Context: an optimization exercise on an open-source flow, tuned for small area. The choices shown serve that exercise and are no tape-out recipe. The RTL was checked by simulation tests, not by an equivalence proof against the original design. Power figures rest on the tool's default switching activity, not on a simulated workload.

==> v19 <==
==> flow/design.v <==
module UARTTransmitter(
	input wire clk,
	input wire reset_n,			 
	input wire start,			 
	input wire [7:0] data,		 
	output reg tx,				 
	output wire ready			 
);
localparam [11:0] BIT_FIRST = 12'h54d;
localparam [11:0] LAST_MASK = 12'hb37;
localparam [11:0] BIT_LAST  = 12'he6e;
reg [11:0] cnt;
wire bit_end = ((cnt & LAST_MASK) == (BIT_LAST & LAST_MASK));
reg [3:0] phase;
assign ready = phase[3] & phase[1];
always @(posedge clk) begin
	if (ready | bit_end)
		cnt <= BIT_FIRST;
	else
		cnt <= {~cnt[10:0], ~(cnt[11] ^ cnt[10])};
end
wire [3:0] phase_next = start ? 4'd0 : (bit_end & ~ready) ? phase + 4'd1 : phase;
always @(posedge clk or negedge reset_n) begin
	if (!reset_n) begin
		phase[3] <= 1'b1;
		phase[1] <= 1'b1;
		tx <= 1'b1;
	end
	else begin
		phase[3] <= phase_next[3];
		phase[1] <= phase_next[1];
		if (start)
			tx <= 1'b0;				 
		else if (bit_end)
			tx <= phase[3] | data[phase[2:0]];
	end
end
always @(posedge clk) begin
	phase[2] <= phase_next[2];
	phase[0] <= phase_next[0];
end
endmodule
module UARTReceiver (
	input wire clk,
	input wire reset_n,			 
	input wire rx,
	output reg [7:0] data_out,	 
	output wire ready			 
);
localparam [11:0] BIT_FIRST  = 12'h54d;
localparam [11:0] HALF_FIRST = 12'h0dc;
localparam [11:0] LAST_MASK  = 12'hb37;
localparam [11:0] BIT_LAST   = 12'he6e;
reg [3:0] phase;
wire idle = phase[3] & ~phase[2] & (phase[1] | phase[0]);
wire stop = phase[3] & ~phase[2] & ~phase[1] & ~phase[0];
assign ready = phase[3] & ~phase[2] & phase[1];
reg [11:0] cnt;
wire bit_end = ((cnt & LAST_MASK) == (BIT_LAST & LAST_MASK));
always @(posedge clk) begin
	if (idle)
		cnt <= HALF_FIRST;
	else if (bit_end)
		cnt <= BIT_FIRST;
	else
		cnt <= {~cnt[10:0], ~(cnt[11] ^ cnt[10])};
end
always @(posedge clk) begin
	if (bit_end & ~phase[3])
		data_out <= {rx, data_out[7:1]};
end
wire [3:0] phase_next = idle ? (rx ? {3'b101, phase[0]} : 4'b1111) :
                        (bit_end & (rx | ~stop)) ? phase + 4'd1 : phase;
always @(posedge clk or negedge reset_n) begin
	if (!reset_n)
		phase[3:1] <= 3'b101;
	else
		phase[3:1] <= phase_next[3:1];
end
always @(posedge clk)
	phase[0] <= phase_next[0];
endmodule
module sensors_handler(
	input wire clk,
	input wire reset,
	input wire pin_RX,
	output wire LED_TX,
	output wire pin_TX,
	output wire LED_RX
);
reg [7:0] temp;
wire ready_tx;
wire ready_rx;
wire [7:0] data_received;
localparam WAIT 	= 2'b00; 		 
localparam RX 		= 2'b01;		 
localparam VLD_TX	= 2'b10;		 
localparam TX 		= 2'b11;		 
reg [1:0] states;
assign LED_TX = ready_tx;
assign LED_RX = ready_rx;
UARTTransmitter UTX(clk, reset, states == TX, temp, pin_TX, ready_tx);
UARTReceiver URx(clk, reset, pin_RX, data_received, ready_rx);
always @(posedge clk) begin
	if (states == RX && ready_rx)
		temp <= data_received;
end
always @(posedge clk or negedge reset) begin
	if (!reset)
		states <= WAIT;
	else begin
		case (states)
		WAIT:   if (!ready_rx) states <= RX;
		RX:     if (ready_rx) states <= VLD_TX;
		VLD_TX: if (ready_tx) states <= TX;
		TX:     states <= WAIT;
		endcase
	end
end
endmodule
==> flow/run.sh <==
#!/bin/bash
# synth_recipe.tcl (not shown) runs the flow's synth.tcl, then flattens the netlist and writes it again
# the make line also repeats each setting of config.mk as NAME=value (left out here)
make -C /OpenROAD-flow-scripts/flow DESIGN_CONFIG=/design/flow/config.mk WORK_HOME=/design/flow/orfs CLKGATE_MAP_FILE= SYNTH_SCRIPT=/design/flow/synth_recipe.tcl finish
==> flow/config.mk <==
export PLATFORM = sky130hd
export DESIGN_NAME = sensors_handler
export DESIGN_NICKNAME = sensors_handler
export VERILOG_FILES = /design/flow/design.v
export SDC_FILE = /design/flow/constraint.sdc
export NUM_CORES = 4
export LEC_CHECK = 0
export CAP_MARGIN = 20
export CORE_MARGIN = 2
export CORE_UTILIZATION = 40
export SLEW_MARGIN = 20
==> flow/constraint.sdc <==
create_clock -name core_clock -period 10.0 [get_ports {clk}]
set_input_delay 2.0000 -clock core_clock [delete_from_list [all_inputs] [get_ports {clk}]]
set_output_delay 2.0000 -clock core_clock [all_outputs]
set_load 0.01 [all_outputs]
==> v30 (differences from v19) <==
==> flow/design.v (replaced) <==
module UARTTransmitter(
	input wire clk,
	input wire reset_n,			 
	input wire go,				 
	input wire [7:0] data,		 
	output reg tx,				 
	output wire ready,			 
	output wire pre				 
);
localparam [11:0] BIT_FIRST = 12'h54d;
localparam [11:0] LAST_MASK = 12'hb37;
localparam [11:0] BIT_LAST  = 12'he6e;
reg [11:0] cnt;
wire bit_end = ((cnt & LAST_MASK) == (BIT_LAST & LAST_MASK));
reg [3:0] p;
assign ready = (~p[2] & p[3]) | (~p[1] & p[3]);
assign pre = (~p[2] & p[3]);
wire idle = (~p[1] & p[3]);
wire one = (p[3]);	 
reg m;
always @(*) begin
	case ({p[2], p[1], p[0]})
		3'd0: m = data[4];
		3'd4: m = data[3];
		3'd2: m = data[2];
		3'd6: m = data[0];
		3'd1: m = data[5];
		3'd5: m = data[1];
		3'd3: m = data[6];
		3'd7: m = data[7];
	endcase
end
always @(posedge clk) begin
	if (ready | bit_end)
		cnt <= BIT_FIRST;
	else
		cnt <= {~cnt[10:0], ~(cnt[11] ^ cnt[10])};
end
always @(posedge clk or negedge reset_n) begin
	if (!reset_n) begin
		p <= 4'b1101;
		tx <= 1'b1;
	end
	else begin
		if ((ready | bit_end) & (~idle | go))
			p <= {(p[2] & p[3]) | (p[0] & p[1] & p[2]), (p[1]), (p[0]), (p[0] & p[1] & ~p[3]) | (~p[0] & p[1] & p[2]) | (~p[1] & ~p[2]) | (~p[1] & p[3])};
		if (pre)
			tx <= 1'b0;				 
		else if (bit_end)
			tx <= one | m;
	end
end
endmodule
module UARTReceiver (
	input wire clk,
	input wire reset_n,			 
	input wire rx,
	output reg [7:0] data_out,	 
	output wire ready			 
);
localparam [11:0] BIT_FIRST  = 12'h54d;
localparam [11:0] HALF_FIRST = 12'h0dc;
localparam [11:0] LAST_MASK  = 12'hb37;
localparam [11:0] BIT_LAST   = 12'he6e;
reg [3:0] p;
wire idle = (p[0] & p[1] & p[3]);
wire stop = (~p[1] & p[3]);
assign ready = (p[0] & p[1] & p[2] & p[3]);
reg [11:0] cnt;
wire bit_end = ((cnt & LAST_MASK) == (BIT_LAST & LAST_MASK));
always @(posedge clk) begin
	if (idle)
		cnt <= HALF_FIRST;
	else if (bit_end)
		cnt <= BIT_FIRST;
	else
		cnt <= {~cnt[10:0], ~(cnt[11] ^ cnt[10])};
end
always @(posedge clk) begin
	if (bit_end & ~stop)
		data_out <= {rx, data_out[7:1]};
end
always @(posedge clk or negedge reset_n) begin
	if (!reset_n)
		p <= 4'b1111;
	else if (idle | (bit_end & (rx | ~stop)))
		p <= {(p[0] & p[3]) | (~p[0] & p[1] & ~p[2]), (p[1]), (p[0]), (~p[0] & p[1] & ~p[3]) | (p[0] & p[3] & rx) | (~p[2] & ~p[3])};
end
endmodule
module sensors_handler(
	input wire clk,
	input wire reset,
	input wire pin_RX,
	output wire LED_TX,
	output wire pin_TX,
	output wire LED_RX
);
reg [7:0] temp;
wire ready_tx;
wire pre_tx;
wire ready_rx;
wire [7:0] data_received;
localparam WAIT 	= 2'b00;
localparam RX 		= 2'b01;
localparam VLD_TX	= 2'b10;
reg [1:0] states;
assign LED_TX = ready_tx;
assign LED_RX = ready_rx;
UARTTransmitter UTX(clk, reset, states[1], temp, pin_TX, ready_tx, pre_tx);
UARTReceiver URx(clk, reset, pin_RX, data_received, ready_rx);
always @(posedge clk) begin
	if (states[0] & ready_rx)
		temp <= data_received;
end
always @(posedge clk or negedge reset) begin
	if (!reset)
		states <= WAIT;
	else begin
		states[0] <= ~(states[1] | ready_rx);
		states[1] <= (states[0] & ready_rx) | (states[1] & ~pre_tx);
	end
end
endmodule
==> flow/flow/run.sh (new file) <==
#!/bin/bash
# The standard layout (standard.sh) with two changes passed to ORFS through its
# own variables:
# - clock tree: no dummy load cells, one buffer type
# - port buffers: the smallest buffer (the resizer may still upsize them)
set -euo pipefail
export CTS_ARGS="-sink_clustering_enable -repair_clock_nets -dont_use_dummy_load -buf_list sky130_fd_sc_hd__clkbuf_8"
export BUFFER_PORTS_ARGS="-buffer_cell sky130_fd_sc_hd__buf_1"
bash standard.sh finish > standard.log 2>&1
==> flow/standard.sh (new file) <==
#!/bin/bash
# synth_recipe.tcl (not shown) runs the flow's synth.tcl, then flattens the netlist and writes it again
# the make line also repeats each setting of config.mk as NAME=value (left out here)
make -C /OpenROAD-flow-scripts/flow DESIGN_CONFIG=/design/flow/config.mk WORK_HOME=/design/flow/orfs CLKGATE_MAP_FILE= SYNTH_SCRIPT=/design/flow/synth_recipe.tcl "${@:-finish}"
removed: flow/run.sh
==> comparison table <==
| item | v19 | v30 |
|---|---|---|
| Per-cell via count in the routed design | 5.14 | 5.19 |
| Routed wire length on met2 | 1310 um | 1200 um |
| Area of all sequential standard cells | 1240 sq um | 1250 sq um |
| GR met1 Demand/Resource | 16.3% | 16.3% |
| Pwr per Cell Area | 173 nW/um^2 | 216 nW/um^2 |
| Number of vias after detailed routing | 1,069 | 1,022 |
| Relative slew margins | 55.4% | 50.9% |
| Period minus WS final | 3.76 ns | 3.48 ns |
| Dpl cells | 200 | 192 |
| Met3 Use GR | 4.58% | 5.05% |
| Biggest cell delay along the critical path | 0.58 ns | 0.59 ns |
| Area fraction in and, or, nand and nor cells after synthesis | 15.2% | 12.8% |
| Length of routed wiring on met1 | 1370 um | 1310 um |
| Fin worst setup slack | 6.24 ns | 6.52 ns |
| Total Die Area | 5180 sq um | 4950 sq um |
| Run status | no timing/DRC/antenna violations | no timing/DRC/antenna violations |
| Die Width | 71.9 um | 70.3 um |
| GR Layer Usage met2 | 18.8% | 18.2% |
| Total area of multi-input combinational cells | 586 sq um | 475 sq um |
| Reg-to-Reg Start | URx.cnt[5] | URx.cnt[0] |
| Placement Cell Area | 1960 sq um | 1820 sq um |
| Transition time at the pin with the least slew margin | 0.667 ns | 0.737 ns |

-- separate check: timing with driven ports --
The results above use ideal ports. As a check the final layouts listed here were re-extracted and re-timed, cells and wires unchanged.
Step 1 sets driving cells, clkbuf_16 on the clock port and buf_2 on the other inputs (assumed; they add their load-dependent delay and slew).
Step 2 also shifts input and output timing later by t, the mid clock arrival at the registers, as if the neighbouring blocks saw the same clock.
Three values: ideal ports, drivers, drivers and shift; two values: the first two.
run | t (ns) | setup WS [ns] | hold WS [ns] | pins driven straight from the clock port
v19 | 0.322 | 6.237 / 6.210 / 6.450 | 0.372 / 0.372 / 0.372 | 1
v30 | 0.315 | 6.525 / 6.499 / 6.813 | 0.374 / 0.374 / 0.374 | 1
After both steps every run listed still meets setup and hold.
